Context: an optimization exercise on an open-source flow, tuned for small area and a short achievable clock period. The choices shown serve that exercise and are no tape-out recipe. Where RTL was checked, it was by simulation tests only, not by an equivalence proof against the original. Only the layout flow was run in runs 1 and 2; the RTL was not checked for function there. Power figures rest on the tool's default switching activity, not on a simulated workload.

**design/flow/flow/run.sh**
```bash
#!/bin/bash
# Standard layout with: ports buffered by plain buffers instead of delay cells;
# adders left to ABC instead of extracted into full/half-adder cells; a clock
# tree of smaller buffers without dummy loads; and
# the ABC area script mapping to a delay target (flow/abc.script).
set -euo pipefail
export BUFFER_PORTS_ARGS="-buffer_cell sky130_fd_sc_hd__buf_1"
export ADDER_MAP_FILE=
export CTS_ARGS="-sink_clustering_enable -repair_clock_nets -dont_use_dummy_load -root_buf sky130_fd_sc_hd__clkbuf_8 -buf_list sky130_fd_sc_hd__clkbuf_4 -sink_clustering_size 20"
mkdir -p scripts
for f in "$FLOW_HOME"/scripts/*; do ln -sfn "$f" scripts/; done
rm -f scripts/abc_area.script
cp flow/abc.script scripts/abc_area.script
export SCRIPTS_DIR="$PWD/scripts"
bash standard.sh > standard_flow.log 2>&1
```
**design/flow/flow/abc.script**
```
strash
dch
map -D 900
topo
stime -c
buffer -c
upsize -c
dnsize -c
```
**design/flow/standard.sh**
```bash
#!/bin/bash
# synth_recipe.tcl (not shown) runs the flow's synth.tcl, then flattens the netlist and writes it again
# the make line also repeats each setting of config.mk as NAME=value (left out here)
make -C /OpenROAD-flow-scripts/flow DESIGN_CONFIG=/design/flow/config.mk WORK_HOME=/design/flow/orfs CLKGATE_MAP_FILE= SYNTH_SCRIPT=/design/flow/synth_recipe.tcl "${@:-finish}"
```
**design/flow/config.mk**
```make
export PLATFORM = sky130hd
export DESIGN_NAME = fpadder
export DESIGN_NICKNAME = fpadder
export VERILOG_FILES = /design/flow/design.v
export SDC_FILE = /design/flow/constraint.sdc
export NUM_CORES = 4
export LEC_CHECK = 0
export ABC_AREA = 1
export CAP_MARGIN = 20
export CORE_MARGIN = 2
export CORE_UTILIZATION = 40
export SETUP_SLACK_MARGIN = 1.9
export SLEW_MARGIN = 20
```
**design/flow/constraint.sdc**
```tcl
create_clock -name core_clock -period 3.8 [get_ports {clk_59}]
set_input_delay 0.7600 -clock core_clock [delete_from_list [all_inputs] [get_ports {clk_59}]]
set_output_delay 0.7600 -clock core_clock [all_outputs]
set_load 0.01 [all_outputs]
```
**design/flow/design.v**
```verilog
module fpadder( input [15:0] A_59, input [15:0] B_59, input clk_59, input rst_59, output reg [15:0] C_59);
function [1:0] cmp_gt;   
  input [14:0] a, b;
  reg [15:0] G, E;
  integer i, k;
  begin
    G = {1'b0, a & ~b};
    E = {1'b1, ~((a & ~b) | (~a & b))};
    for (k = 1; k < 16; k = k * 2)
      for (i = 0; i + k < 16; i = i + 2 * k) begin
        G[i] = G[i + k] | (E[i + k] & G[i]);
        E[i] = E[i + k] & E[i];
      end
    cmp_gt = {G[0], E[0]};
  end
endfunction
wire [1:0] c5  = cmp_gt({10'd0, A_59[14:10]}, {10'd0, B_59[14:10]});
wire [1:0] cf = cmp_gt({5'd0, A_59[9:0]}, {5'd0, B_59[9:0]});
wire [1:0] c15 = {c5[1] | (c5[0] & cf[1]), 1'b0};
wire [4:0] dab = A_59[14:10] - B_59[14:10];
wire [4:0] dba = B_59[14:10] - A_59[14:10];
reg        agb1, sa1, sb1;
reg [4:0]  ea1, d1;
reg [9:0]  fa1, fb1;
always @(posedge clk_59) begin
  agb1 <= c15[1];
  sa1  <= A_59[15];
  sb1  <= B_59[15];
  ea1  <= A_59[14:10];
  fa1  <= A_59[9:0];
  fb1  <= B_59[9:0];
  d1   <= c5[1] ? dab : dba;    
end
wire        zero = ~|{sa1, sb1, ea1, d1, fa1, fb1};
wire [9:0]  fs  = agb1 ? fb1 : fa1;
wire        sub = sa1 ^ sb1;
wire [10:0] y   = (d1[4] ? 11'd0 : {~zero, fs} >> d1[3:0]) ^ {11{sub}};
reg        s2, sub2;
reg [4:0]  e2;
reg [9:0]  fg2;
reg [10:0] y2;
always @(posedge clk_59) begin
  s2   <= agb1 ? sa1 : sb1;
  sub2 <= sub;
  e2   <= agb1 ? ea1 : ea1 + d1;
  fg2  <= agb1 ? fa1 : fb1;
  y2   <= y;
end
wire [11:0] S = {2'b01, fg2} + {sub2, y2} + {11'd0, sub2};
reg        s3;
reg [4:0]  e3;
reg [11:0] S3;
always @(posedge clk_59) begin
  s3 <= s2; e3 <= e2; S3 <= S;
end
reg [11:1] h;
reg [4:0]  adj;      
integer j;
always @(*) begin
  h = 11'd0;
  for (j = 1; j <= 11; j = j + 1)
    h[j] = S3[j] & ~|(S3[11:1] >> j);
  casez (S3[11:1])
    11'b1??????????: adj = 5'd1;
    11'b01?????????: adj = 5'd0;
    11'b001????????: adj = -5'd1;
    11'b0001???????: adj = -5'd2;
    11'b00001??????: adj = -5'd3;
    11'b000001?????: adj = -5'd4;
    11'b0000001????: adj = -5'd5;
    11'b00000001???: adj = -5'd6;
    11'b000000001??: adj = -5'd7;
    11'b0000000001?: adj = -5'd8;
    11'b00000000001: adj = -5'd9;
    default:         adj = 5'd0;
  endcase
end
wire [21:0] sp = {S3, 10'd0};
reg  [9:0]  frac;
integer k;
always @(*) begin
  frac = {9'd0, ~|S3[11:1] & S3[0]};
  for (k = 0; k < 10; k = k + 1)
    for (j = 1; j <= 11; j = j + 1)
      frac[k] = frac[k] | (h[j] & sp[j + k]);
end
always @(posedge clk_59) begin
  C_59 <= {s3, e3 + adj, frac};
end
endmodule
```
==> results.txt, run 1 <==
The run finished with no timing, DRC or antenna violations. The tools report the category of the worst setup path launch point as a register. The class of the tightest hold or removal check is reg -> reg.

Via count of the first global-routing pass: 4069. Data arrival time of the worst path: 2050 ps. For the final routed database, the setup TNS stands at 0 ps. The die height was 113 um; the initial antenna violation count was 0.

Port buffering added 48 buffers. Detailed placement ended at an HPWL of 8520 um. The tools report the nature of the critical path endpoint as a register. In this run, post-CTS hold repair placed 0 buffers.

The async set-or-reset flop fraction in the synthesized netlist came out at 0. The internal power of the cells totals 2.00 mW. By count the netlist is led by sky130_fd_sc_hd__nand2_1 (123), sky130_fd_sc_hd__dfxtp_1 (95), sky130_fd_sc_hd__inv_1 (88), sky130_fd_sc_hd__nor2_1 (71), sky130_fd_sc_hd__o21ai_0 (66).

The power share of the sequential group came out at 0.453. For the clock share of power, the log shows 0.149. The first-pass GRT wire length is 18300 um. The most common cell in the synthesized netlist is sky130_fd_sc_hd__nand2_1. Across the routed clock network, the largest skew measured is 25.8 ps.

Relative to the synthesized area, the layout overhead comes to 11.3%. The detail route stage leaves a number of antenna-violating nets equal to 0. Using the TritonRoute via totals, the vias-per-cell ratio works out to 5.10. Global routing finished with a remaining overflow of 0.

Initial DRC count: 348. The post-route fraction of the period consumed by the critical path was 0.476. The number of instances in the placed design was 828. Worst max-slew margin expressed relative to the limit: 0.667.

The number of warnings reported in the yosys synthesis log is 1, and the overall track demand over capacity in global routing is 0.176. The run gives 2.39 nW as the leakage power. The clock reaches the later pin of the worst-skew pair after 360 ps. In this run the count of I/O pins placed on the die edge is 50.

The power per cell area came out at 645 nW/um^2. For the TritonCTS buffer count, the log shows 9. The clock slew seen by the registers of the worst setup and hold paths was 80 ps. The sequential share of the synthesized area was 0.400; the number of storage elements in the synthesis netlist was 95. The starting density of the core is 0.413. IR analysis of the VDD net gives a maximum drop of 0.209 mV. The number of library cell types mapped by synthesis was 52; the post-route total power was 3.41 mW. The detailed-routing iteration count for the pre-antenna-repair pass was 16; the routed length per instance was 12.9 um. The synthesized design contains 0 enable-type register cells. The overall routed net length was 10900 um. For the share of power burned in combinational logic, the log shows 0.397.

For the worst setup path, the data required time is 4040 ps. The run gives 0.896 as the placer's final routability congestion estimate. Ranked by total cell area, the synthesized netlist is headed by sky130_fd_sc_hd__dfxtp_1 (40%), sky130_fd_sc_hd__nand2_1 (9.7%), sky130_fd_sc_hd__inv_1 (6.9%).

Entering global routing, the biggest net connects 36 pins. The proportion of netlist area held by the largest area contributor was 0.400. The tools report the count of final max-slew check failures as 0.

TritonCTS built the clock tree. Setup repair after global routing could not meet its margin everywhere. For this run, the leading register cell type out of synthesis is sky130_fd_sc_hd__dfxtp_1. In this run the power spent charging and discharging nets is 1.42 mW. The die covers 12800 sq um. The number of nets produced by synthesis is 685, and the final setup slack of the worst path is 1990 ps. The cell count after synthesis came out at 651. Detailed routing inserted a total of 4313 vias. Counting every sink on the clock net gives 95. The initialized floorplan defines 39 standard-cell rows. For this run, design rule violations remaining after detail routing come to 0. The switching part of the total power works out to 0.415. For the antenna diode count, the log shows 0. The tool flagged a number of max-cap violations equal to 0. Subtracting the final worst setup slack from the clock period gives 1810 ps. Setup violations remaining at the end of the flow were counted as 0. In this run the clock root is driven by a sky130_fd_sc_hd__clkbuf_8.

CTS built an H-tree with a depth of 3. For this run, the post-layout net count is 738. At the placement stage, the worst setup path has a slack of 1390 ps. For the pin with the worst max-slew slack, the measured transition is 494 ps. In this run the worst path has a maximum fanout of 8. The worst setup path is of the reg -> reg kind. Counting along the longest clock path gives a buffer depth of 2. Based on the critical path, the design can be clocked at up to 0.553 GHz. The core footprint is 11500 sq um, and the die extent in x is 113 um.

For this run, the number of standard cells in the final layout without fillers is 845. Summing every instance area after synthesis gives 4760 sq um. The most area-hungry cell type in the Yosys netlist was sky130_fd_sc_hd__dfxtp_1.

In this run the mean area of a mapped cell was 7.31 sq um. The share of layout cells above drive strength 1 was 0.0798; the tightest hold margin was 325 ps. The run gives 0 as the final number of hold-violating endpoints.
## registers in the layout, summed over array words and instances, names as in the netlist
name / cells
C_59: 16
agb1: 1
S3: 12
d1: 5
fb1: 10
fa1: 10
ea1: 5
fg2: 10
e3: 5
s2: 1
e2: 5
s3: 1
y2: 11
sa1: 1
sb1: 1
sub2: 1
## repair_timing
action	in CTS	in global routing
pin swaps	0	4
cloned	0	1
setup endpoints to repair	11	19
resized for setup	5	18
buffers inserted	0	7
## routing by layer
layer,up-vias,GRT usage,part of all wire
met1,1895,0.218,0.46
li1,2259,-,-
met2,135,0.300,0.48
met3,24,0.0311,0.043
met4,0,0.0772,0.023
met5,-,0,0
## placed cells by master, fill, tap and decap left out, types with 3 or more instances in the layout
cell,n
sky130_fd_sc_hd__inv_2,5
sky130_fd_sc_hd__o21ai_0,63
sky130_fd_sc_hd__o2111ai_1,5
sky130_fd_sc_hd__o211ai_1,4
sky130_fd_sc_hd__a211oi_1,3
sky130_fd_sc_hd__dfxtp_2,9
sky130_fd_sc_hd__nand3b_1,3
sky130_fd_sc_hd__o21ai_1,6
sky130_fd_sc_hd__nand4_1,9
sky130_fd_sc_hd__buf_4,8
sky130_fd_sc_hd__xor2_1,23
sky130_fd_sc_hd__dfxtp_1,85
sky130_fd_sc_hd__a21boi_0,3
sky130_fd_sc_hd__clkbuf_8,10
sky130_fd_sc_hd__xnor2_1,11
sky130_fd_sc_hd__or2_2,3
sky130_fd_sc_hd__a22oi_1,3
sky130_fd_sc_hd__inv_1,86
sky130_fd_sc_hd__a21oi_1,32
sky130_fd_sc_hd__a41oi_1,3
sky130_fd_sc_hd__o22ai_1,8
sky130_fd_sc_hd__o221ai_1,7
sky130_fd_sc_hd__buf_1,48
sky130_fd_sc_hd__nand3_1,26
sky130_fd_sc_hd__nand2_1,123
sky130_fd_sc_hd__nor3_1,4
sky130_fd_sc_hd__nor3_2,4
sky130_fd_sc_hd__nor2_1,71
sky130_fd_sc_hd__a31oi_1,3
## worst paths after layout
path / startpoint / endpoint / slack [ps] / cells past startpoint
setup reg to reg: S3[6]$_DFF_P_ / C_59[13]$_DFF_P_ / 1990 / 8
hold reg to reg: e2[0]$_DFF_P_ / e3[0]$_DFF_P_ / 320 / 0
setup / recovery: S3[6]$_DFF_P_ / C_59[13]$_DFF_P_ / 1990 / 8
hold / removal: e2[0]$_DFF_P_ / e3[0]$_DFF_P_ / 320 / 0
## critical path, cell delays in order, from the launching register on
cell                        delay, ps
sky130_fd_sc_hd__dfxtp_2          410
sky130_fd_sc_hd__nor3_4           300
sky130_fd_sc_hd__buf_4            170
sky130_fd_sc_hd__nand2_2           60
sky130_fd_sc_hd__a21o_1           240
sky130_fd_sc_hd__nand3_2          140
sky130_fd_sc_hd__a31oi_4          130
sky130_fd_sc_hd__o2111ai_2        190
sky130_fd_sc_hd__nand2_1           70
## power by group through the flow
stage | Clock (mW) | Combinational, mW | Sequential, mW
floorplan | 0 | 1.07 | 1.44
global placement | 0 | 1.28 | 1.55
detailed placement | 0 | 1.29 | 1.55
CTS | 0.536 | 1.29 | 1.53
global route | 0.585 | 1.53 | 1.59
finish | 0.510 | 1.36 | 1.55
## kinds of logic (layout without fill, tap and decap cells)
group,Yosys count,count (layout),synth area share
adders and majority gates,2,2,0.00421
xor gates and xnor gates,34,34,0.0626
and+or+nand+nor,255,256,0.236
buffers and inverters,108,158,0.0902
DFF,95,95,0.400
AOI/OAI and AO/OA,155,155,0.203
muxes,2,2,0.00421
## area by class of cell
cell class / count / area (sq um)
Tap cell: 143 / 179
Inverter: 92 / 349
Multi-Input combinational cell: 449 / 2470
Timing Repair Buffer: 57 / 254
Fill cell: 1227 / 6220
Clock buffer: 9 / 124
Sequential cell: 95 / 1920
## stage by stage
| stage | util | instance area [sq um] |
|---|---|---|
| 2_1_floorplan | - | 4760 |
| 3_3_place_gp | 0.439 | 5050 |
| 3_5_place_dp | 0.439 | 5050 |
| 4_1_cts | 0.450 | 5180 |
| 5_1_grt | 0.460 | 5300 |
| 6_report | 0.460 | 5300 |
==> run 2, diff against run 1 <==
==> design/flow/flow/abc.script (replaced) <==
strash
dch
map -D 1000
topo
stime -c
buffer -c
upsize -c
dnsize -c
==> run 2 against run 1 <==
Still clean; total power down 0.46%; non-clock buffer count down 1; worst setup slack better by 23 ps; final cell count down 6.2%; clock skew down 7.6 ps; flip-flop and latch count stayed put; critical endpoint is now C_59[14]$_DFF_P_; largest power group unchanged.
==> results.txt, run 2 <==
The first-pass GRT wire length was 16600 um (-9.3%); the number of storage elements in the synthesis netlist was 95 (unchanged). The share of power burned in combinational logic was 0.408 (+0.011); the clock share of power was 0.150 (about the same). The number of buffers inserted by port buffering works out to 48 (unchanged). The cell sitting at the root of the clock tree is a sky130_fd_sc_hd__clkbuf_8.

Switching part of the total power: 0.409 (-0.00548). Most common cell after layout, fill and taps aside: sky130_fd_sc_hd__nand2_1. The power per cell area is 666 nW/um^2 (+3.3%). The tools report the I/O pin count as 50 (unchanged). Ranked by total cell area, the synthesized netlist is headed by sky130_fd_sc_hd__dfxtp_1 (42%), sky130_fd_sc_hd__nand2_1 (9.4%), sky130_fd_sc_hd__inv_1 (6.7%).

The final number of hold-violating endpoints is 0 (unchanged), and the placer's final routability congestion estimate is 0.901 (+0.61%). The data arrival time of the worst path is 2040 ps (about the same). The pin slew with the least headroom to its limit works out to 707 ps (+213 ps). The die extent in x was 110 um (-2.3%); the total DRC errors in the routed layout was 0 (unchanged). The number of flip-flops in the largest register was 16 (unchanged); the pin count of the biggest net entering global routing was 42 (+17%).

The largest register by flop count is C_59. For the TritonCTS buffer count, the log shows 9 (unchanged). In the final layout, the registers with the most flip-flops are C_59 x16, S3 x12, y2 x11. The detailed-route via count was 3998 (-7.3%).

The run gives 12200 sq um (-4.6%) as the die area. The most area-hungry cell type in the Yosys netlist is sky130_fd_sc_hd__dfxtp_1. The run gives 0 (unchanged) as the antenna diode count.

The met1 layer wirelength in the final routing is 4180 um (-16%), and the worst ir drop on vdd is 0.306 mV (+46%). The overall track demand over capacity in global routing is 0.165 (-0.0114). Yosys instantiated no cell more often than sky130_fd_sc_hd__nand2_1. Top routing layer in use: met4.

The async set-or-reset flop fraction in the synthesized netlist is 0 (unchanged), and the final setup violation count is 0 (unchanged). Proportion of netlist area held by the largest area contributor: 0.420 (+0.0201). The number of nets produced by synthesis is 633 (-7.6%), and the number of non-filler instances in the completed layout is 793 (-6.2%). The placed wire-length estimate was 7600 um (-11%). The maximum fanout along the worst path is 5 (-3), and the met2 wirelength from detailed routing is 4810 um (-7.3%). The number of enable-type register cells in the synthesized netlist came out at 0 (unchanged).

Number of library cell types mapped by synthesis: 55 (+5.8%). The tools report the internal power of the cells as 2.01 mW (+0.47%). The final setup TNS came out at 0 ps (unchanged). The H-tree depth is 3 (unchanged), and the clock period minus worst slack is 1790 ps (-23.4 ps). The clock slew seen by the registers of the worst setup and hold paths came out at 80 ps (about the same).

The run finished with no timing, DRC or antenna violations. The logs give 0 (unchanged) for the total grt overflow and 473 um (+1.3%) for the detailed route wirelength on metal3. Number of clock sinks seen by CTS: 95 (unchanged). The initial antenna violation count was 0 (unchanged); the maximum operating frequency was 0.560 GHz (+1.3%). The logs give 599 (-8.0%) for the cell count after synthesis and 9790 um (-10%) for the overall routed net length. Count of nets left with antenna violations after detail routing: 0 (unchanged). Setup repair after global routing could not meet its margin everywhere.

The starting density of the core was 0.414 (+0.00112). The count of final max-slew check failures was 0 (unchanged). The tools report the final layout net count as 689 (-6.6%).

The tools report the core footprint as 10900 sq um (-5.0%). From synthesis to final layout, the design area changed by 12.6%. Sequential share of the synthesized area: 0.420 (+0.0201). For the power share of the sequential group, the log shows 0.442 (-0.011).

The average cell area after synthesis is 7.57 sq um (+3.5%). In the synthesized netlist the dominant register cell turns out to be sky130_fd_sc_hd__dfxtp_1. The logs give 1 (unchanged) for the number of warnings reported in the yosys synthesis log and 4530 sq um (-4.8%) for the synthesized cell area. In the layout the commonest cells are sky130_fd_sc_hd__nand2_1 (110), sky130_fd_sc_hd__dfxtp_1 (84), sky130_fd_sc_hd__inv_1 (78). The worst max-slew margin expressed relative to the limit is 0.527 (-0.140), and the count of max-cap constraint violations is 0 (unchanged).

The number of instances in the placed design was 777 (-6.2%). The data required time of the critical path was 4050 ps (about the same); the setup clock skew after layout was 18.3 ps (-7.57 ps). The share of layout cells above drive strength 1 came out at 0.113 (+0.0336). The routed length per instance came out at 12.3 um (-4.2%).

The run gives 2 (unchanged) as the maximum buffer depth of the clock tree. Via count of the first global-routing pass: 3699 (-9.1%). The initial DRC count is 151 (-57%), and the clock insertion delay at the later pin of the skew report is 350 ps (about the same).

The worst setup path is launched from a register. TritonCTS built the clock tree. Die height: 110 um (-2.3%).

In the synthesized netlist, the cells that appear most often are sky130_fd_sc_hd__nand2_1 (114), sky130_fd_sc_hd__dfxtp_1 (95), sky130_fd_sc_hd__inv_1 (81), sky130_fd_sc_hd__nor2_1 (59), sky130_fd_sc_hd__o21ai_0 (53). The worst setup path is of the reg -> reg kind. In this run the worst hold path is classified as reg -> reg.

The nature of the critical path endpoint was a register. For the net load switching power, the log shows 1.39 mW (-1.8%). The cell count of the worst hold path is 0 (unchanged), and the leakage power is 2.29 nW (-4.0%). The average via count per standard cell is 5.04 (-1.2%), and the standard-cell row count is 38 (-2.6%). The worst reg-to-reg path cell count came out at 9 (+1).

The run gives 5 (-11) as the detailed-routing iteration count for the pre-antenna-repair pass. Post-route fraction of the period consumed by the critical path: 0.470 (-0.00616).
==> run 2: cell count changes after synthesis, moves of 5 or more <==
cell / delta
sky130_fd_sc_hd__nor2_1: -12
sky130_fd_sc_hd__o21ai_0: -13
sky130_fd_sc_hd__a21oi_1: -5
sky130_fd_sc_hd__xor2_1: +7
sky130_fd_sc_hd__nand3_1: -14
sky130_fd_sc_hd__inv_1: -7
sky130_fd_sc_hd__nor4_1: +6
sky130_fd_sc_hd__nand2_1: -9
==> run 2: final timing paths <==
| path | startpoint | endpoint | slack, ps |
|---|---|---|---|
| setup / recovery | S3[8]$_DFF_P_ | C_59[14]$_DFF_P_ | 2010 |
| hold / removal | e2[3]$_DFF_P_ | e3[3]$_DFF_P_ | 310 |
| setup reg to reg | S3[8]$_DFF_P_ | C_59[14]$_DFF_P_ | 2010 |
| hold reg to reg | e2[3]$_DFF_P_ | e3[3]$_DFF_P_ | 310 |
==> run 2: layer usage <==
metal	vias to the layer above	GRT usage
met4	0	0.0833
met3	24	0.0302
met5	-	0
met1	1747	0.187
met2	125	0.294
li1	2102	-
==> run 2: cell type report <==
class | count | area, sq um
fillers | 1109 | 5830
multi-input cells | 408 | 2320
flip-flops and latches | 95 | 1920
inverters | 85 | 319
repair buffers | 56 | 245
well taps | 140 | 175
clock buffers | 9 | 124
==> run 2: kinds of logic (layout without fill, tap and decap cells) <==
logic type | after synthesis | count (layout) | synth area share
AO/OA/AOI/OAI | 139 | 139 | 0.192
flip-flops | 95 | 95 | 0.420
buffers and inverters | 96 | 150 | 0.0823
AND/OR/NAND/NOR | 232 | 232 | 0.235
XOR/XNOR | 37 | 37 | 0.0715
==> run 2: power by group through the flow <==
stage	clock network, mW	logic (mW)	registers, mW
2_1_floorplan	0	1.00	1.46
3_3_place_gp	0	1.29	1.50
3_5_place_dp	0	1.30	1.50
4_1_cts	0.534	1.30	1.48
5_1_grt	0.571	1.56	1.54
6_report	0.510	1.39	1.50
==> run 2: what timing repair did <==
item	in CTS	in global routing
buffers inserted	0	7
gates resized for setup	1	31
endpoints found under the setup margin	10	20
hold buffers	0	0
pin swaps	0	7
==> run 2: stage by stage <==
stage	instance area [sq um]	total power, mW	setup WS (ps)	hold slack, ps	util
2_1_floorplan	4540	2.46	1900	310	-
3_3_place_gp	4850	2.80	1550	310	0.443
3_5_place_dp	4850	2.80	1520	312	0.443
4_1_cts	4970	3.32	1910	314	0.455
5_1_grt	5100	3.68	1870	322	0.467
6_report	5100	3.40	2010	311	0.467
==> run 2: worst max-delay path, cell delays in order, from the launching register on <==
cell and delay [ps]:
sky130_fd_sc_hd__dfxtp_2 370, sky130_fd_sc_hd__nor4_4 430, sky130_fd_sc_hd__buf_4 190, sky130_fd_sc_hd__nand3_1 80
sky130_fd_sc_hd__nand4_2 140, sky130_fd_sc_hd__nor2_2 70, sky130_fd_sc_hd__o21ai_4 190, sky130_fd_sc_hd__nand3_2 90
sky130_fd_sc_hd__nand3b_1 90, sky130_fd_sc_hd__nand2_1 50
==> run 3, diff against run 2 <==
--- a/design/flow/design.v
+++ b/design/flow/design.v
@@ -17,24 +17,26 @@
 wire [1:0] c5  = cmp_gt({10'd0, A_59[14:10]}, {10'd0, B_59[14:10]});
 wire [1:0] cf = cmp_gt({5'd0, A_59[9:0]}, {5'd0, B_59[9:0]});
 wire [1:0] c15 = {c5[1] | (c5[0] & cf[1]), 1'b0};
+wire       zero = ~|{A_59, B_59};
 wire [4:0] dab = A_59[14:10] - B_59[14:10];
 wire [4:0] dba = B_59[14:10] - A_59[14:10];
+wire [4:0] d   = c5[1] ? dab : dba;
 reg        agb1, sa1, sb1;
-reg [4:0]  ea1, d1;
+reg [4:0]  e1;
 reg [9:0]  fa1, fb1;
+reg [3:0]  sh1;
 always @(posedge clk_59) begin
   agb1 <= c15[1];
   sa1  <= A_59[15];
   sb1  <= B_59[15];
-  ea1  <= A_59[14:10];
+  e1   <= c5[1] ? A_59[14:10] : B_59[14:10];
   fa1  <= A_59[9:0];
   fb1  <= B_59[9:0];
-  d1   <= c5[1] ? dab : dba;    
+  sh1  <= d[3:0] | {4{d[4] | zero}};
 end
-wire        zero = ~|{sa1, sb1, ea1, d1, fa1, fb1};
 wire [9:0]  fs  = agb1 ? fb1 : fa1;
 wire        sub = sa1 ^ sb1;
-wire [10:0] y   = (d1[4] ? 11'd0 : {~zero, fs} >> d1[3:0]) ^ {11{sub}};
+wire [10:0] y   = ({1'b1, fs} >> sh1) ^ {11{sub}};
 reg        s2, sub2;
 reg [4:0]  e2;
 reg [9:0]  fg2;
@@ -42,7 +44,7 @@
 always @(posedge clk_59) begin
   s2   <= agb1 ? sa1 : sb1;
   sub2 <= sub;
-  e2   <= agb1 ? ea1 : ea1 + d1;
+  e2   <= e1;
   fg2  <= agb1 ? fa1 : fb1;
   y2   <= y;
 end
--- a/design/flow/flow/run.sh
+++ b/design/flow/flow/run.sh
@@ -6,7 +6,7 @@
 set -euo pipefail
 export BUFFER_PORTS_ARGS="-buffer_cell sky130_fd_sc_hd__buf_1"
 export ADDER_MAP_FILE=
-export CTS_ARGS="-sink_clustering_enable -repair_clock_nets -dont_use_dummy_load -root_buf sky130_fd_sc_hd__clkbuf_8 -buf_list sky130_fd_sc_hd__clkbuf_4 -sink_clustering_size 20"
+export CTS_ARGS="-sink_clustering_enable -repair_clock_nets -dont_use_dummy_load -root_buf sky130_fd_sc_hd__clkbuf_8 -buf_list sky130_fd_sc_hd__clkbuf_8 -sink_clustering_size 30 -sink_buffer_max_cap_derate 1.0"
 mkdir -p scripts
 for f in "$FLOW_HOME"/scripts/*; do ln -sfn "$f" scripts/; done
 rm -f scripts/abc_area.script
==> run 3 against run 2 <==
Wire length rose by 0.64%; critical path depth is 1 higher; area after synthesis shrank 0.33%; synthesized cell count down 4.5%; clock power is essentially flat; critical path type is now in -> reg; largest cell class unchanged; largest power group unchanged.
==> results.txt, run 3 <==
The run finished with no timing, DRC or antenna violations. The worst max-slew margin expressed relative to the limit was 0.653 (+0.126). The final setup violation count was 0 (unchanged); the share of layout cells above drive strength 1 was 0.108 (-0.00487). TritonCTS built the clock tree. The overall routed net length came out at 9850 um (+0.64%).

The signal on the critical path passes through clkbuf_2 -> inv_2 -> nor2_4 -> nor2_4 -> nand2_2 -> o211ai_2 -> o21ai_4 -> inv_6 -> o221a_4 -> o211ai_1. Synthesized cell area: 4520 sq um (-0.33%). The logs give 1136 (+2.4%) for the number of filler instances in the final layout and 0.556 GHz (-0.65%) for the maximum operating frequency.

The number of non-filler instances in the completed layout is 767 (-3.3%), and the area of the multi-input gates is 2350 sq um (+1.2%). By area the synthesized netlist is led by sky130_fd_sc_hd__dfxtp_1 (42%), sky130_fd_sc_hd__nand2_1 (8.4%), sky130_fd_sc_hd__xor2_1 (6.6%). For the number of nets produced by synthesis, the log shows 606 (-4.3%). Leaving out fill and tap cells, the most frequent cells in the layout are sky130_fd_sc_hd__nand2_1 (101), sky130_fd_sc_hd__dfxtp_1 (92), sky130_fd_sc_hd__o21ai_0 (58). The cell family contributing the most delay on the critical path is compound AO/OA/AOI/OAI gates.

For the count of final max-slew check failures, the log shows 0 (unchanged). In the final layout, the registers with the most flip-flops are C_59 x16, S3 x12, y2 x11. The detailed-routing iteration count for the pre-antenna-repair pass came out at 5 (unchanged). The final layout net count came out at 663 (-3.8%). The TritonCTS buffer count was 9 (unchanged); the storage element area was 1890 sq um (-1.6%).

The average via count per standard cell is 5.04 (about the same), and the H-tree depth is 3 (unchanged). Final instance area: 5040 sq um (-1.2%). The maximum buffer depth of the clock tree came out at 2 (unchanged). Detailed-route via count: 3867 (-3.3%). The end of the worst register-to-register path is C_59[13]$_DFF_P_. The tools report the post-route total power as 3.34 mW (-1.6%).

The die extent in x works out to 110 um (-0.16%). CTS placed an instance of sky130_fd_sc_hd__clkbuf_8 at the clock tree root. The class of the most critical setup path was in -> reg.

The post-route fraction of the period consumed by the critical path is 0.473 (+0.00310). Setup repair after global routing left no endpoint under its margin. The cell that appears most often on the critical path is sky130_fd_sc_hd__nor2_4. The number of enable-type register cells in the synthesized netlist was 0 (unchanged).

The flop-to-flop setup slack was 2070 ps (+60 ps); the starting density of the core was 0.413 (-0.00137). The worst ir drop on vdd was 0.250 mV (-18%); the proportion of netlist area held by the largest area contributor was 0.417 (-0.00304). The tools report the category of the worst setup path launch point as an input port.

The tools report the pin count of the biggest net entering global routing as 32 (-24%). Startpoint of the worst setup timing path: A_59[12]. The largest register by flop count is C_59.

The I/O pin count was 50 (unchanged). The startpoint identified for the worst hold timing path is e2[1]$_DFF_P_. The cell count of the worst hold path came out at 0 (unchanged). The logs give 10900 sq um (unchanged) for the core footprint and 51 (-7.3%) for the number of library cell types mapped by synthesis. Initial DRC count: 172 (+14%). The clock insertion delay at the later pin of the skew report was 360 ps (about the same); the via count of the first global-routing pass was 3575 (-3.4%).

After synthesis, the largest family of logic cells by area is simple AND/OR/NAND/NOR gates. The number of flip-flops in the largest register was 16 (unchanged); the total DRC errors in the routed layout was 0 (unchanged). The tools report the die area as 12200 sq um (-0.32%).

The count of cell instances traversed by the critical path works out to 10 (+1). Total cell area at the placement stage: 4850 sq um (+0.13%). The leakage power is 2.14 nW (-6.8%), and the data arrival time of the worst path is 2020 ps (-20 ps). The antenna diode count came out at 0 (unchanged). The first-pass GRT wire length came out at 16300 um (-1.6%). For the number of clock sinks seen by CTS, the log shows 94 (-1.1%). The worst reg-to-reg path cell count was 9 (unchanged). For the count of nets left with antenna violations after detail routing, the log shows 0 (unchanged). Data required time of the critical path: 4020 ps (-30 ps).

The maximum fanout along the worst path was 8 (+3); the sequential share of the synthesized area was 0.417 (-0.00304). Die height: 110 um (-0.16%). The class of the tightest hold or removal check is reg -> reg. The cell count after synthesis was 572 (-4.5%). Simple-gate share of the synthesized area: 0.225 (-0.0100). For the number of warnings reported in the yosys synthesis log, the log shows 1 (unchanged). On the critical path, the stage with the largest delay is an instance of sky130_fd_sc_hd__o211ai_2. Routed length per instance: 12.8 um (+4.1%). Clock period minus worst slack: 1800 ps (+11.8 ps). For the final setup TNS, the log shows 0 ps (unchanged). Among all cell types in the netlist, the one instantiated most often is sky130_fd_sc_hd__nand2_1. For the setup clock skew after layout, the log shows 19.3 ps (+1.03 ps).

The number of storage elements in the synthesis netlist is 94 (-1.1%). STA classifies the critical path endpoint as a register. The startpoint identified for the worst register-to-register timing path is S3[4]$_DFF_P_.

The synthesized-area fraction occupied by adder cells was 0 (unchanged); the delay of the slowest critical-path stage was 200 ps (-230 ps). The portion of netlist area occupied by mux cells came out at 0.00443 (+0.00443). The power per cell area is 663 nW/um^2 (-0.44%), and the total grt overflow is 0 (unchanged). The most common cell after layout, fill and taps aside is sky130_fd_sc_hd__nand2_1. The async set-or-reset flop fraction in the synthesized netlist works out to 0 (unchanged).

The initial antenna violation count was 0 (unchanged); the number of buffers inserted by port buffering was 48 (unchanged). The post-synthesis share of cell area spent on xor and xnor gates came out at 0.0853 (+0.0138). The placer's final routability congestion estimate was 0.898 (-0.36%); the synthesis-to-layout area growth was 11.7%.

The tightest hold margin was 326 ps (+15.0 ps); the average cell area after synthesis was 7.90 sq um (+4.4%). Standard-cell row count: 38 (unchanged). The pin slew with the least headroom to its limit was 516 ps (-191 ps). The placed wire-length estimate was 7700 um (+1.2%); the clock slew seen by the registers of the worst setup and hold paths was 60 ps (-20 ps). The path with the worst hold slack has its endpoint at e3[1]$_DFF_P_.

The overall track demand over capacity in global routing is 0.172 (+0.00791), and the combined buffer and inverter count along the critical path is 3 (+2). Predominant post-synthesis flop cell: sky130_fd_sc_hd__dfxtp_1. Area fraction in compound gates after synthesis: 0.199 (+0.00756). The largest total area in the synthesized netlist belongs to sky130_fd_sc_hd__dfxtp_1. The run gives 754 (-3.0%) as the number of instances in the placed design. Ranked by instance count, the synthesized netlist is headed by sky130_fd_sc_hd__nand2_1 (101), sky130_fd_sc_hd__dfxtp_1 (94), sky130_fd_sc_hd__inv_1 (60), sky130_fd_sc_hd__o21ai_0 (58), sky130_fd_sc_hd__nor2_1 (50). The tools report the final number of hold-violating endpoints as 0 (unchanged). The count of max-cap constraint violations came out at 0 (unchanged).
## run 3: report_power, final
group	switching (mW)	leakage, nW	internal [mW]
clock	0.295	0.0647	0.212
sequential	0.197	0.793	1.25
combinational	0.878	1.28	0.508
total	1.37	2.14	1.97
## run 3: through the flow
step / setup slack, ps / util
after detailed placement: 1560 / 0.444
after global routing: 1900 / 0.461
after CTS: 1920 / 0.455
after global placement: 1610 / 0.444
final: 2000 / 0.461
after floorplan: 1900 / -
## run 3: how the worst max path moves through the flow
stage / endpoint / slack, ps
finish: sh1[2]$_DFF_P_ / 2000
global route: sh1[2]$_DFF_P_ / 1900
CTS: y2[2]$_DFF_P_ / 1920
detailed placement: sh1[2]$_DFF_P_ / 1560
global placement: sh1[2]$_DFF_P_ / 1610
floorplan: sh1[2]$_DFF_P_ / 1900
## run 3: cells by family after synthesis
group,Yosys count
flip-flops,94
XOR/XNOR,44
buffers and inverters,80
multiplexers,2
AND/OR/NAND/NOR,212
AO/OA/AOI/OAI,140
## run 3: layer usage
metal / track usage / wire, um
met5: 0 / 0
met4: 0.0723 / 208
met3: 0.0376 / 370
met2: 0.291 / 4730
met1: 0.212 / 4550
## run 3: area by class of cell
| class | instances | area share |
|---|---|---|
| Tap cell | 140 | 0.0347 |
| Multi-Input combinational cell | 398 | 0.466 |
| Timing Repair Buffer | 54 | 0.0454 |
| Inverter | 72 | 0.0553 |
| Sequential cell | 94 | 0.374 |
| Clock buffer | 9 | 0.0246 |
## run 3: timing repair
item | CTS | global route
resized for setup | 1 | 12
pin swaps | 0 | 2
setup endpoints to repair | 8 | 14
setup buffers | 0 | 4
hold buffers | 0 | 0
==> run 4, diff against run 3 <==
--- a/design/flow/flow/run.sh
+++ b/design/flow/flow/run.sh
@@ -6,7 +6,7 @@
 set -euo pipefail
 export BUFFER_PORTS_ARGS="-buffer_cell sky130_fd_sc_hd__buf_1"
 export ADDER_MAP_FILE=
-export CTS_ARGS="-sink_clustering_enable -repair_clock_nets -dont_use_dummy_load -root_buf sky130_fd_sc_hd__clkbuf_8 -buf_list sky130_fd_sc_hd__clkbuf_8 -sink_clustering_size 30 -sink_buffer_max_cap_derate 1.0"
+export CTS_ARGS="-sink_clustering_enable -repair_clock_nets -dont_use_dummy_load -root_buf sky130_fd_sc_hd__clkbuf_8 -buf_list sky130_fd_sc_hd__clkbuf_16 -sink_clustering_size 40 -sink_clustering_max_diameter 200"
 mkdir -p scripts
 for f in "$FLOW_HOME"/scripts/*; do ln -sfn "$f" scripts/; done
 rm -f scripts/abc_area.script
==> run 4 against run 3 <==
Still clean on timing, DRC and antenna; worst hold slack did not move; non-clock buffer count is the same; combinational power hardly changed; final cell count unchanged; synthesized cell count unchanged; total power stayed put; worst setup slack stayed put; first-iteration DRC count stayed put; clock power barely moved; sequential power about the same; maximum frequency is the same; critical path type unchanged; largest power group unchanged; highest routed layer unchanged.
==> results.txt, run 4 <==
The detailed-route via count is 3867 (unchanged). The run gives 0.461 (unchanged) as the utilization after layout. For the via count of the first global-routing pass, the log shows 3575 (unchanged). The worst register-to-register path ends at C_59[13]$_DFF_P_.

In this run the worst setup path terminates at sh1[2]$_DFF_P_. Pin count of the biggest net entering global routing: 32 (unchanged). Category of the worst setup path launch point: an input port. The placer's final routability congestion estimate is 0.898 (unchanged), and the flop-to-flop setup slack is 2070 ps (about the same). The async set-or-reset flop fraction in the synthesized netlist works out to 0 (unchanged).

In the layout the commonest cells are sky130_fd_sc_hd__nand2_1 (101), sky130_fd_sc_hd__dfxtp_1 (92), sky130_fd_sc_hd__o21ai_0 (58). The starting density of the core was 0.413 (unchanged). The logs give 0 (unchanged) for the count of max-cap constraint violations and 606 (unchanged) for the number of nets produced by synthesis. Maximum operating frequency: 0.556 GHz (unchanged). The run gives 0 (unchanged) as the final setup violation count. By instance count, the leading cell after synthesis is sky130_fd_sc_hd__nand2_1.

The die extent in x is 110 um (unchanged), and the power per cell area is 663 nW/um^2 (unchanged). The maximum buffer depth of the clock tree was 2 (unchanged). The predominant post-synthesis flop cell is sky130_fd_sc_hd__dfxtp_1. The worst max-slew margin expressed relative to the limit is 0.653 (unchanged), and the overall track demand over capacity in global routing is 0.172 (unchanged).

The number of warnings reported in the yosys synthesis log was 1 (unchanged). The count of cell instances traversed by the critical path is 10 (unchanged), and the die height is 110 um (unchanged). The number of buffers inserted by port buffering is 48 (unchanged), and the data arrival time of the worst path is 2020 ps (about the same).

The storage element area is 1890 sq um (unchanged), and the proportion of netlist area held by the largest area contributor is 0.417 (unchanged). The average cell area after synthesis is 7.90 sq um (unchanged). The count of final max-slew check failures was 0 (unchanged); the antenna diode count was 0 (unchanged).

Among the stages of the critical path, the cell type that occurs most often is sky130_fd_sc_hd__nor2_4. The run gives 572 (unchanged) as the cell count after synthesis. The core footprint was 10900 sq um (unchanged); the number of enable-type register cells in the synthesized netlist was 0 (unchanged). The pre-CTS setup slack is 1560 ps (unchanged). For the initial DRC count, the log shows 172 (unchanged). Leaving out fill and tap cells, the most frequent cell in the layout is sky130_fd_sc_hd__nand2_1. The clock period minus worst slack is 1800 ps (unchanged). The tools report the count of nets left with antenna violations after detail routing as 0 (unchanged).

TritonCTS built the clock tree. The library cell used as clock root buffer is sky130_fd_sc_hd__clkbuf_8. The clock slew seen by the registers of the worst setup and hold paths works out to 60 ps (about the same). The share of layout cells above drive strength 1 works out to 0.108 (unchanged). The worst setup path is captured at a register. The maximum fanout along the worst path works out to 8 (unchanged).

For the clock insertion delay at the later pin of the skew report, the log shows 360 ps (about the same). The setup clock skew after layout is 19.3 ps (unchanged). The class of the most critical setup path was in -> reg. The logs give 0 (unchanged) for the total grt overflow and 50 (unchanged) for the I/O pin count. The run gives 51 (unchanged) as the number of library cell types mapped by synthesis.

The combined buffer and inverter count along the critical path is 3 (unchanged), and the final setup slack of the worst path is 2000 ps (unchanged). Average via count per standard cell: 5.04 (unchanged). The startpoint identified for the worst hold timing path is e2[1]$_DFF_P_. Synthesis-to-layout area growth: 11.7% (unchanged).

The flow ran to the end and the layout has no timing, DRC or antenna violations. Slowest library cell on the worst path: sky130_fd_sc_hd__o211ai_2. The run gives 2350 sq um (unchanged) as the area of the multi-input gates. The tools report the worst ir drop on vdd as 0.250 mV (unchanged). The run gives 0 (unchanged) as the initial antenna violation count.

The delay of the slowest critical-path stage is 200 ps (about the same). By count the netlist is led by sky130_fd_sc_hd__nand2_1 (101), sky130_fd_sc_hd__dfxtp_1 (94), sky130_fd_sc_hd__inv_1 (60), sky130_fd_sc_hd__o21ai_0 (58), sky130_fd_sc_hd__nor2_1 (50). The pin slew with the least headroom to its limit is 516 ps (unchanged), and the total DRC errors in the routed layout is 0 (unchanged). The logs give 38 (unchanged) for the standard-cell row count and 9 (unchanged) for the TritonCTS buffer count. The largest registers in the layout are C_59 x16, S3 x12, y2 x11. The worst register-to-register path begins at S3[4]$_DFF_P_. The min-delay analysis places its worst path in the category reg -> reg. Ranked by flip-flop count, first place goes to C_59. Setup repair after global routing left no endpoint under its margin.

The number of clock sinks seen by CTS was 94 (unchanged). Final layout net count: 663 (unchanged). The final number of hold-violating endpoints was 0 (unchanged). The tools report the die area as 12200 sq um (unchanged). sky130_fd_sc_hd__dfxtp_1 takes more of the synthesized area than any other cell. The post-route fraction of the period consumed by the critical path was 0.473 (unchanged); the synthesized cell area was 4520 sq um (unchanged).

The placed wire-length estimate was 7700 um (unchanged). On the critical path the largest part of the delay comes from compound AO/OA/AOI/OAI gates. The worst reg-to-reg path cell count is 9 (unchanged). The leakage power came out at 2.14 nW (unchanged).

The tools report the startpoint of the worst setup timing path as A_59[12]. The sequential share of the synthesized area was 0.417 (unchanged). The signal on the critical path passes through clkbuf_2 -> inv_2 -> nor2_4 -> nor2_4 -> nand2_2 -> o211ai_2 -> o21ai_4 -> inv_6 -> o221a_4 -> o211ai_1. The run gives 1136 (unchanged) as the number of filler instances in the final layout. The number of storage elements in the synthesis netlist came out at 94 (unchanged). The data required time of the critical path is 4020 ps (about the same). The H-tree depth came out at 3 (unchanged). In the post-synthesis netlist, the biggest area contributors are sky130_fd_sc_hd__dfxtp_1 (42%), sky130_fd_sc_hd__nand2_1 (8.4%), sky130_fd_sc_hd__xor2_1 (6.6%). The number of flip-flops in the largest register is 16 (unchanged), and the detailed-routing iteration count for the pre-antenna-repair pass is 5 (unchanged). The first-pass GRT wire length was 16300 um (unchanged); the routed length per instance was 12.8 um (unchanged). The final setup TNS was 0 ps (unchanged); the overall routed net length was 9850 um (unchanged).
[run 4: cell counts in the layout (fill, tap and decap cells not counted)]
Identical to the previous run, type by type.
[run 4: through the flow]
stage / total power, mW / hold WS [ps] / instance area [sq um] / instances
3_5_place_dp: 2.83 / 312 / 4850 / 754
5_1_grt: 3.62 / 334 / 5040 / 767
3_3_place_gp: 2.84 / 310 / 4850 / 754
2_1_floorplan: 2.49 / 310 / 4520 / 572
6_report: 3.34 / 326 / 5040 / 767
4_1_cts: 3.35 / 328 / 4980 / 763
[run 4: how the worst min path moves through the flow]
| stage | end | slack [ps] | cells past startpoint |
|---|---|---|---|
| after floorplan | C_59[15]$_DFF_P_ | 310 | 0 |
| after global placement | e2[2]$_DFF_P_ | 310 | 0 |
| after detailed placement | e2[1]$_DFF_P_ | 310 | 0 |
| after CTS | e2[1]$_DFF_P_ | 330 | 0 |
| after global routing | e3[1]$_DFF_P_ | 330 | 0 |
| final | e3[1]$_DFF_P_ | 330 | 0 |
[run 4: cell type report]
type / count / area share
multi-input combinational: 398 / 0.466
sequential: 94 / 0.374
inverter: 72 / 0.0553
tap: 140 / 0.0347
timing repair buffer: 54 / 0.0454
clock buffer: 9 / 0.0246
[run 4: what timing repair did]
action	in CTS	in global routing
pin swaps	0	2
buffers inserted	0	4
resized for setup	1	12
hold buffers	0	0
setup endpoints to repair	8	14
[run 4: cell families (layout without fill, tap and decap cells)]
kind of cell / after synthesis / count (layout) / share of synthesized area
AO/OA/AOI/OAI: 140 / 140 / 0.199
XOR/XNOR: 44 / 44 / 0.0853
AND/OR/NAND/NOR: 212 / 212 / 0.225
buffers and inverters: 80 / 135 / 0.0695
multiplexers: 2 / 2 / 0.00443
flip-flops: 94 / 94 / 0.417
[run 4: where the power goes]
group          switching [mW]  internal, mW
clock                   0.295         0.212
combinational           0.878         0.508
sequential              0.197          1.25
[run 4: routing by layer]
layer  part of all wire  track usage  vias to the layer above  routed length [um]
met2               0.48        0.291                       89                4730
met4              0.021       0.0723                        0                 208
li1                   -            -                     2037                   -
met1               0.46        0.212                     1723                4550
met5                  0            0                        -                   0
met3              0.038       0.0376                       18                 370
==> run 5, diff against run 4 <==
--- a/design/flow/flow/run.sh
+++ b/design/flow/flow/run.sh
@@ -6,7 +6,7 @@
 set -euo pipefail
 export BUFFER_PORTS_ARGS="-buffer_cell sky130_fd_sc_hd__buf_1"
 export ADDER_MAP_FILE=
-export CTS_ARGS="-sink_clustering_enable -repair_clock_nets -dont_use_dummy_load -root_buf sky130_fd_sc_hd__clkbuf_8 -buf_list sky130_fd_sc_hd__clkbuf_16 -sink_clustering_size 40 -sink_clustering_max_diameter 200"
+export CTS_ARGS="-sink_clustering_enable -repair_clock_nets -dont_use_dummy_load -root_buf sky130_fd_sc_hd__clkbuf_16 -tree_buf sky130_fd_sc_hd__clkbuf_4 -buf_list sky130_fd_sc_hd__clkbuf_4 -sink_clustering_size 20"
 mkdir -p scripts
 for f in "$FLOW_HOME"/scripts/*; do ln -sfn "$f" scripts/; done
 rm -f scripts/abc_area.script
==> run 5 against run 4 <==
Critical endpoint unchanged; die area stayed put; critical path depth stayed put; sequential power hardly changed; critical path type unchanged; wire length is 1.0% higher; via count is 0.75% higher; count of clock-buffer cells in the layout stayed put.
==> results.txt, run 5 <==
The synthesized design spends more area on one cell type than any other, namely sky130_fd_sc_hd__dfxtp_1. The worst ir drop on vdd is 0.233 mV (-6.9%). The cell count after synthesis was 572 (unchanged).

The clock share of power was 0.207 (+0.055); the switching part of the total power was 0.392 (-0.0181). The predominant post-synthesis flop cell is sky130_fd_sc_hd__dfxtp_1. Antenna diode count: 0 (unchanged). The tightest hold margin came out at 323 ps (-3.13 ps). Number of nets produced by synthesis: 606 (unchanged). H-tree depth: 3 (unchanged). The tools report the number of instances in the placed design as 754 (unchanged). The run gives 0 (unchanged) as the count of max-cap constraint violations.

For the pin count of the biggest net entering global routing, the log shows 32 (unchanged). The final setup TNS was 0 ps (unchanged). The number of hold-repair buffers added at the cts stage is 0 (unchanged), and the data required time of the critical path is 4010 ps (about the same).

For the final instance area, the log shows 5150 sq um (+2.2%). Proportion of netlist area held by the largest area contributor: 0.417 (unchanged). The worst hold path belongs to the class reg -> reg.

The post-route total power came out at 3.59 mW (+7.2%). The pre-CTS setup slack came out at 1560 ps (unchanged). The setup clock skew after layout is 12.2 ps (-7.11 ps), and the pin slew with the least headroom to its limit is 568 ps (+51.5 ps). The clock slew seen by the registers of the worst setup and hold paths is 50 ps (about the same). In the final layout, the registers with the most flip-flops are C_59 x16, S3 x12, y2 x11.

Count of final max-slew check failures: 0 (unchanged). The placer's final routability congestion estimate came out at 0.898 (unchanged). The cell repeated most along the worst path is sky130_fd_sc_hd__nor2_4. The final number of hold-violating endpoints is 0 (unchanged), and the die extent in x is 110 um (unchanged).

The delay of the slowest critical-path stage came out at 200 ps (about the same). TritonCTS built the clock tree. The logs give 0.388 (-0.026) for the share of power burned in combinational logic and 0.173 (+0.000991) for the overall track demand over capacity in global routing.

The detailed-routing iteration count for the pre-antenna-repair pass is 4 (-1), and the number of storage elements in the synthesis netlist is 94 (unchanged). The run gives 51 (unchanged) as the number of library cell types mapped by synthesis. Category of the worst setup path launch point: an input port. The async set-or-reset flop fraction in the synthesized netlist was 0 (unchanged). Maximum fanout along the worst path: 8 (unchanged).

The detailed-route via count was 3896 (+0.75%); the share of layout cells above drive strength 1 was 0.111 (+0.00301). The run gives 0 (unchanged) as the total grt overflow. The flow ran to the end and the layout has no timing, DRC or antenna violations.

The initial antenna violation count came out at 0 (unchanged). Number of flip-flops in the largest register: 16 (unchanged). The slowest stage of the critical path is the sky130_fd_sc_hd__o211ai_2 cell.

The power share of the sequential group was 0.405 (-0.029). The library cells used most frequently in the layout, excluding fill and tap cells, are sky130_fd_sc_hd__nand2_1 (101), sky130_fd_sc_hd__dfxtp_1 (92), sky130_fd_sc_hd__o21ai_0 (58). The die area was 12200 sq um (unchanged); the average via count per standard cell was 5.07 (+0.62%). For the total cell area at the placement stage, the log shows 4850 sq um (unchanged).

For the clock insertion delay at the later pin of the skew report, the log shows 340 ps (-20 ps). The post-route fraction of the period consumed by the critical path was 0.466 (-0.00676); the average cell area after synthesis was 7.90 sq um (unchanged). The most common cell after layout, fill and taps aside was sky130_fd_sc_hd__nand2_1. After synthesis, the cell types taking the most area are sky130_fd_sc_hd__dfxtp_1 (42%), sky130_fd_sc_hd__nand2_1 (8.4%), sky130_fd_sc_hd__xor2_1 (6.6%).

Compared with the post-synthesis result, the final layout area differs by 14.1%. The starting density of the core was 0.413 (unchanged). The family of cells with the greatest summed delay on the critical path was compound AO/OA/AOI/OAI gates.

The critical path goes through clkbuf_2 -> inv_2 -> nor2_4 -> nor2_4 -> nand2_2 -> o211ai_2 -> o21ai_4 -> inv_6 -> o221a_4 -> o211ai_1. The number of enable-type register cells in the synthesized netlist works out to 0 (unchanged). For the placed wire-length estimate, the log shows 7700 um (unchanged). The number of clock sinks seen by CTS came out at 94 (unchanged).

The data arrival time of the worst path is 1980 ps (-40 ps), and the synthesized cell area is 4520 sq um (unchanged). The number of warnings reported in the yosys synthesis log is 1 (unchanged), and the initial DRC count is 162 (-5.8%). The die height was 110 um (unchanged). The core footprint is 10900 sq um (unchanged). The run gives 50 (unchanged) as the I/O pin count. For the internal power of the cells, the log shows 2.18 mW (+10%). Largest register by flop count: C_59. The final setup violation count is 0 (unchanged), and the via count of the first global-routing pass is 3612 (+1.0%). The tools report the sequential share of the synthesized area as 0.417 (unchanged).

The combined buffer and inverter count along the critical path works out to 3 (unchanged). The worst setup path is of the in -> reg kind. In the post-synthesis netlist, the cell with the most instances is sky130_fd_sc_hd__nand2_1. The run gives 38 (unchanged) as the standard-cell row count.

The maximum buffer depth of the clock tree was 2 (unchanged). The run gives 2.19 nW (+2.5%) as the leakage power. For the final setup slack of the worst path, the log shows 2030 ps (+25.7 ps). The routed length per instance is 13.0 um (+0.90%). Maximum operating frequency: 0.564 GHz (+1.5%). For the number of non-filler instances in the completed layout, the log shows 768 (+0.13%). The root buffer cell chosen for the clock tree is sky130_fd_sc_hd__clkbuf_16. The tools report the count of nets left with antenna violations after detail routing as 0 (unchanged). Ranked by instance count, the synthesized netlist is headed by sky130_fd_sc_hd__nand2_1 (101), sky130_fd_sc_hd__dfxtp_1 (94), sky130_fd_sc_hd__inv_1 (60), sky130_fd_sc_hd__o21ai_0 (58), sky130_fd_sc_hd__nor2_1 (50). The first-pass GRT wire length is 16400 um (+0.64%), and the power per cell area is 696 nW/um^2 (+4.9%). The clock period minus worst slack works out to 1770 ps (-25.7 ps). The worst setup path is captured at a register. The overall routed net length was 9950 um (+1.0%).

The logs give 0.618 (-0.0346) for the worst max-slew margin expressed relative to the limit and 0.471 (+0.0101) for the utilization after layout. Setup repair after global routing left no endpoint under its margin. The number of buffers inserted by port buffering was 48 (unchanged); the total DRC errors in the routed layout was 0 (unchanged).

For the TritonCTS buffer count, the log shows 9 (unchanged). The final layout net count was 664 (+0.15%); the net load switching power was 1.40 mW (+2.5%).
==> run 5: cell counts after synthesis <==
No cell type changed its count.
==> run 5: logic make-up (layout without fill, tap and decap cells) <==
group / after synthesis / count (layout) / synth area share
simple gates: 212 / 212 / 0.225
compound gates: 140 / 140 / 0.199
mux: 2 / 2 / 0.00443
flops: 94 / 94 / 0.417
xor+xnor: 44 / 44 / 0.0853
buf+inv: 80 / 136 / 0.0695
==> run 5: power groups by stage <==
stage / Sequential, mW / Combinational (mW) / Clock [mW]
6_report: 1.45 / 1.39 / 0.743
5_1_grt: 1.49 / 1.56 / 0.803
4_1_cts: 1.46 / 1.36 / 0.765
3_5_place_dp: 1.48 / 1.35 / 0
3_3_place_gp: 1.47 / 1.36 / 0
2_1_floorplan: 1.46 / 1.02 / 0
==> run 5: worst register-to-register path, delay by kind of cell, from the launching register on <==
kind,cells,cell delay (ps)
compound gates,4,810
simple gates,5,400
buf+inv,1,120
flops,1,290
==> run 5: area by class of cell <==
class	instances	area, sq um
Timing Repair Buffer	55	238
Sequential cell	94	1890
Inverter	72	279
Multi-Input combinational cell	398	2350
Fill cell	1127	5780
Clock buffer	9	225
Tap cell	140	175
==> run 5: what timing repair did <==
action                     in CTS  in global routing
pin swaps                       0                  3
gates resized for setup         1                 13
buffers inserted                0                  5
setup endpoints to repair       8                 14
==> run 5: per-layer routing <==
layer	vias to the layer above	share of wire	global-route usage
li1	2043	-	-
met1	1749	0.46	0.211
met2	86	0.48	0.294
met3	18	0.039	0.0376
met4	0	0.019	0.0786
met5	-	0	0
==> run 5: final timing paths <==
kind / from / cells past startpoint / to / slack, ps
worst max-delay path: A_59[13] / 10 / sh1[2]$_DFF_P_ / 2030
worst min-delay path: e2[1]$_DFF_P_ / 0 / e3[1]$_DFF_P_ / 320
worst max register to register: sub2$_DFF_P_ / 10 / S3[7]$_DFF_P_ / 2080
worst min register to register: e2[1]$_DFF_P_ / 0 / e3[1]$_DFF_P_ / 320
==> run 6, diff against run 5 <==
--- a/design/flow/flow/run.sh
+++ b/design/flow/flow/run.sh
@@ -6,7 +6,7 @@
 set -euo pipefail
 export BUFFER_PORTS_ARGS="-buffer_cell sky130_fd_sc_hd__buf_1"
 export ADDER_MAP_FILE=
-export CTS_ARGS="-sink_clustering_enable -repair_clock_nets -dont_use_dummy_load -root_buf sky130_fd_sc_hd__clkbuf_16 -tree_buf sky130_fd_sc_hd__clkbuf_4 -buf_list sky130_fd_sc_hd__clkbuf_4 -sink_clustering_size 20"
+export CTS_ARGS="-sink_clustering_enable -repair_clock_nets -dont_use_dummy_load -root_buf sky130_fd_sc_hd__clkbuf_8 -tree_buf sky130_fd_sc_hd__clkbuf_4 -buf_list sky130_fd_sc_hd__clkbuf_4 -sink_clustering_size 20"
 mkdir -p scripts
 for f in "$FLOW_HOME"/scripts/*; do ln -sfn "$f" scripts/; done
 rm -f scripts/abc_area.script
==> run 6 against run 5 <==
Worst setup slack got worse by 26 ps; count of clock-buffer cells in the layout did not move; total power fell by 6.7%; sequential power barely moved; combinational power barely moved; synthesized cell count did not move; clock power fell by 32%; highest routed layer unchanged; largest power group unchanged; via count fell by 0.74%; critical endpoint unchanged; worst hold slack improved by 3.1 ps; flip-flop and latch count did not move; first-iteration DRC count rose by 6.2%; final area fell by 2.1%.
==> results.txt, run 6 <==
The run finished with no timing, DRC or antenna violations. The tools report the TritonCTS buffer count as 9 (unchanged). In this run the critical register-to-register path is launched from S3[4]$_DFF_P_. The synthesis-to-layout area growth works out to 11.7%. The run gives 754 (unchanged) as the number of instances in the placed design. The startpoint of the worst setup timing path was A_59[12]. The tools report the count of max-cap constraint violations as 0 (unchanged).

The clock insertion delay at the later pin of the skew report was 360 ps (+20 ps); the average via count per standard cell was 5.04 (-0.61%). The synthesized cell area is 4520 sq um (unchanged). Total cell area at the placement stage: 4850 sq um (unchanged). Setup repair after global routing left no endpoint under its margin.

The tools report the worst ir drop on vdd as 0.250 mV (+7.4%). The final setup TNS is 0 ps (unchanged). The commonest cells after synthesis are sky130_fd_sc_hd__nand2_1 (101), sky130_fd_sc_hd__dfxtp_1 (94), sky130_fd_sc_hd__inv_1 (60), sky130_fd_sc_hd__o21ai_0 (58), sky130_fd_sc_hd__nor2_1 (50).

The final instance area is 5040 sq um (-2.1%), and the overall track demand over capacity in global routing is 0.172 (-0.000991). For the sequential share of the synthesized area, the log shows 0.417 (unchanged). The die area was 12200 sq um (unchanged); the detailed-routing iteration count for the pre-antenna-repair pass was 5 (+1). Routed length per instance: 12.8 um (-0.90%).

The via count of the first global-routing pass was 3575 (-1.0%); the number of non-filler instances in the completed layout was 767 (-0.13%). The path class of the tightest hold or removal check is reg -> reg. Detailed-route via count: 3867 (-0.74%). The first-pass GRT wire length is 16300 um (-0.63%), and the overall routed net length is 9850 um (-1.0%). The logs give 7700 um (unchanged) for the placed wire-length estimate and 1136 (+0.80%) for the number of filler instances in the final layout. The placer's final routability congestion estimate is 0.898 (unchanged), and the number of warnings reported in the yosys synthesis log is 1 (unchanged). The category of the worst setup path launch point is an input port.

The most common cell in the synthesized netlist is sky130_fd_sc_hd__nand2_1. The final layout net count is 663 (-0.15%). The die height was 110 um (unchanged). The post-route total power was 3.34 mW (-6.7%); the initial DRC count was 172 (+6.2%).

By area the synthesized netlist is led by sky130_fd_sc_hd__dfxtp_1 (42%), sky130_fd_sc_hd__nand2_1 (8.4%), sky130_fd_sc_hd__xor2_1 (6.6%). The biggest area contributor in the post-synthesis netlist is sky130_fd_sc_hd__dfxtp_1. The tools report the data arrival time of the worst path as 2020 ps (+40 ps). The largest registers in the layout are C_59 x16, S3 x12, y2 x11. The final number of hold-violating endpoints was 0 (unchanged).

The share of layout cells above drive strength 1 is 0.108 (-0.00301). Predominant post-synthesis flop cell: sky130_fd_sc_hd__dfxtp_1. The logs give 0 (unchanged) for the antenna diode count and 0.556 GHz (-1.4%) for the maximum operating frequency. The I/O pin count is 50 (unchanged). The logs give 94 (unchanged) for the number of clock sinks seen by CTS and 2.14 nW (-2.5%) for the leakage power. The data required time of the critical path is 4020 ps (about the same), and the pin slew with the least headroom to its limit is 516 ps (-51.5 ps). For the standard-cell row count, the log shows 38 (unchanged). For the number of library cell types mapped by synthesis, the log shows 51 (unchanged). Largest register by flop count: C_59. The H-tree depth was 3 (unchanged); the tightest hold margin was 326 ps (+3.13 ps). TritonCTS built the clock tree. The die extent in x is 110 um (unchanged), and the number of storage elements in the synthesis netlist is 94 (unchanged). The worst setup path is of the in -> reg kind. The number of enable-type register cells in the synthesized netlist is 0 (unchanged), and the clock period minus worst slack is 1800 ps (+25.7 ps). The proportion of netlist area held by the largest area contributor was 0.417 (unchanged); the cell count after synthesis was 572 (unchanged). The core footprint is 10900 sq um (unchanged).

The maximum buffer depth of the clock tree is 2 (unchanged). The nature of the critical path endpoint is a register. The starting density of the core was 0.413 (unchanged); the pin count of the biggest net entering global routing was 32 (unchanged). The worst max-slew margin expressed relative to the limit was 0.653 (+0.0346); the maximum fanout along the worst path was 8 (unchanged). The tools report the count of final max-slew check failures as 0 (unchanged).

In the layout the commonest cells are sky130_fd_sc_hd__nand2_1 (101), sky130_fd_sc_hd__dfxtp_1 (92), sky130_fd_sc_hd__o21ai_0 (58). Library cell used as clock root buffer: sky130_fd_sc_hd__clkbuf_8. Post-route fraction of the period consumed by the critical path: 0.473 (+0.00676). The number of flip-flops in the largest register came out at 16 (unchanged). The clock slew seen by the registers of the worst setup and hold paths was 60 ps (about the same); the initial antenna violation count was 0 (unchanged).

The setup clock skew after layout came out at 19.3 ps (+7.11 ps). The async set-or-reset flop fraction in the synthesized netlist is 0 (unchanged), and the count of nets left with antenna violations after detail routing is 0 (unchanged). The logs give 0 (unchanged) for the total DRC errors in the routed layout and 0 (unchanged) for the total grt overflow.

The library cell used most frequently in the layout, excluding fill and tap cells, is sky130_fd_sc_hd__nand2_1. The power per cell area is 663 nW/um^2 (-4.7%), and the number of nets produced by synthesis is 606 (unchanged). In this run the most critical hold path is launched from e2[1]$_DFF_P_. For the final setup violation count, the log shows 0 (unchanged). The average cell area after synthesis was 7.90 sq um (unchanged); the number of buffers inserted by port buffering was 48 (unchanged).
-- run 6: timing repair --
| item | in CTS | in global routing |
|---|---|---|
| gates cloned | 0 | 0 |
| endpoints found under the setup margin | 8 | 14 |
| setup buffers | 0 | 4 |
| gates resized for setup | 1 | 12 |
| hold buffers | 0 | 0 |
| endpoints found under the hold margin | 0 | 0 |
| pin swaps | 0 | 2 |
-- run 6: cell families after synthesis --
kind of cell	share of synthesized area
AO/OA/AOI/OAI	0.199
flip-flops	0.417
AND/OR/NAND/NOR	0.225
buffers and inverters	0.0695
XOR/XNOR	0.0853
multiplexers	0.00443
-- run 6: worst paths after layout --
check / endpoint / slack [ps] / cells past startpoint
setup reg to reg: C_59[13]$_DFF_P_ / 2070 / 9
hold reg to reg: e3[1]$_DFF_P_ / 330 / 0
setup / recovery: sh1[2]$_DFF_P_ / 2000 / 10
hold / removal: e3[1]$_DFF_P_ / 330 / 0
-- run 6: metrics by stage --
step | worst slack (ps) | util
floorplan | 1900 | -
global placement | 1610 | 0.444
global route | 1900 | 0.461
detailed placement | 1560 | 0.444
CTS | 1920 | 0.455
finish | 2000 | 0.461
-- run 6: where the power goes --
part	switching [mW]	internal [mW]
registers	0.197	1.25
clock network	0.295	0.212
logic	0.878	0.508
total	1.37	1.97
-- run 6: worst max-delay path, stage by stage --
cell and delay [ps]:
sky130_fd_sc_hd__clkbuf_2 130, sky130_fd_sc_hd__inv_2 80, sky130_fd_sc_hd__nor2_4 50, sky130_fd_sc_hd__nor2_4 180, sky130_fd_sc_hd__nand2_2 110, sky130_fd_sc_hd__o211ai_2 200, sky130_fd_sc_hd__o21ai_4 130, sky130_fd_sc_hd__inv_6 100
sky130_fd_sc_hd__o221a_4 200, sky130_fd_sc_hd__o211ai_1 80
-- run 6: final cells by class --
class | instances | area (sq um) | share of cell area
inverter | 72 | 279 | 0.0553
clock buffer | 9 | 124 | 0.0246
tap | 140 | 175 | 0.0347
multi-input combinational | 398 | 2350 | 0.466
sequential | 94 | 1890 | 0.374
timing repair buffer | 54 | 229 | 0.0454
-- run 6: metal layers --
metal	up-vias	share of wire	track usage
met5	-	0	0
met4	0	0.021	0.0723
met3	18	0.038	0.0376
met2	89	0.48	0.291
met1	1723	0.46	0.212
li1	2037	-	-

what the ideal ports hide:
How much do the figures lean on ideal ports? The routed layouts below were timed once more, with nothing changed but the port constraints. Step 1, drivers: a clkbuf_16 drives clk_59 and a buf_2 each remaining input, both assumed. Step 2 times the ports against the registers' clock, not the clock port: input delays grow and output delays shrink by t, the midpoint of the rising clock arrivals with the driver on. a / b / c = ideal ports / drivers / drivers and shift; a / b = the first two.
| run | t (ns) | setup slack, ns | worst setup path at the end | pins driven straight from the clock port |
|---|---|---|---|---|
| run 1 | 0.379 | 1.991 / 1.991 / 1.689 | input to register | 1 |
| run 2 | 0.380 | 2.015 / 2.015 / 1.652 | input to register | 1 |
| run 3 | 0.381 | 2.003 / 2.009 / 1.629 | input to register | 1 |
| run 4 | 0.381 | 2.003 / 2.009 / 1.629 | input to register | 1 |
| run 5 | 0.375 | 2.028 / 2.044 / 1.669 | input to register | 1 |
| run 6 | 0.381 | 2.003 / 2.009 / 1.629 | input to register | 1 |
After both steps every run listed still meets setup and hold.
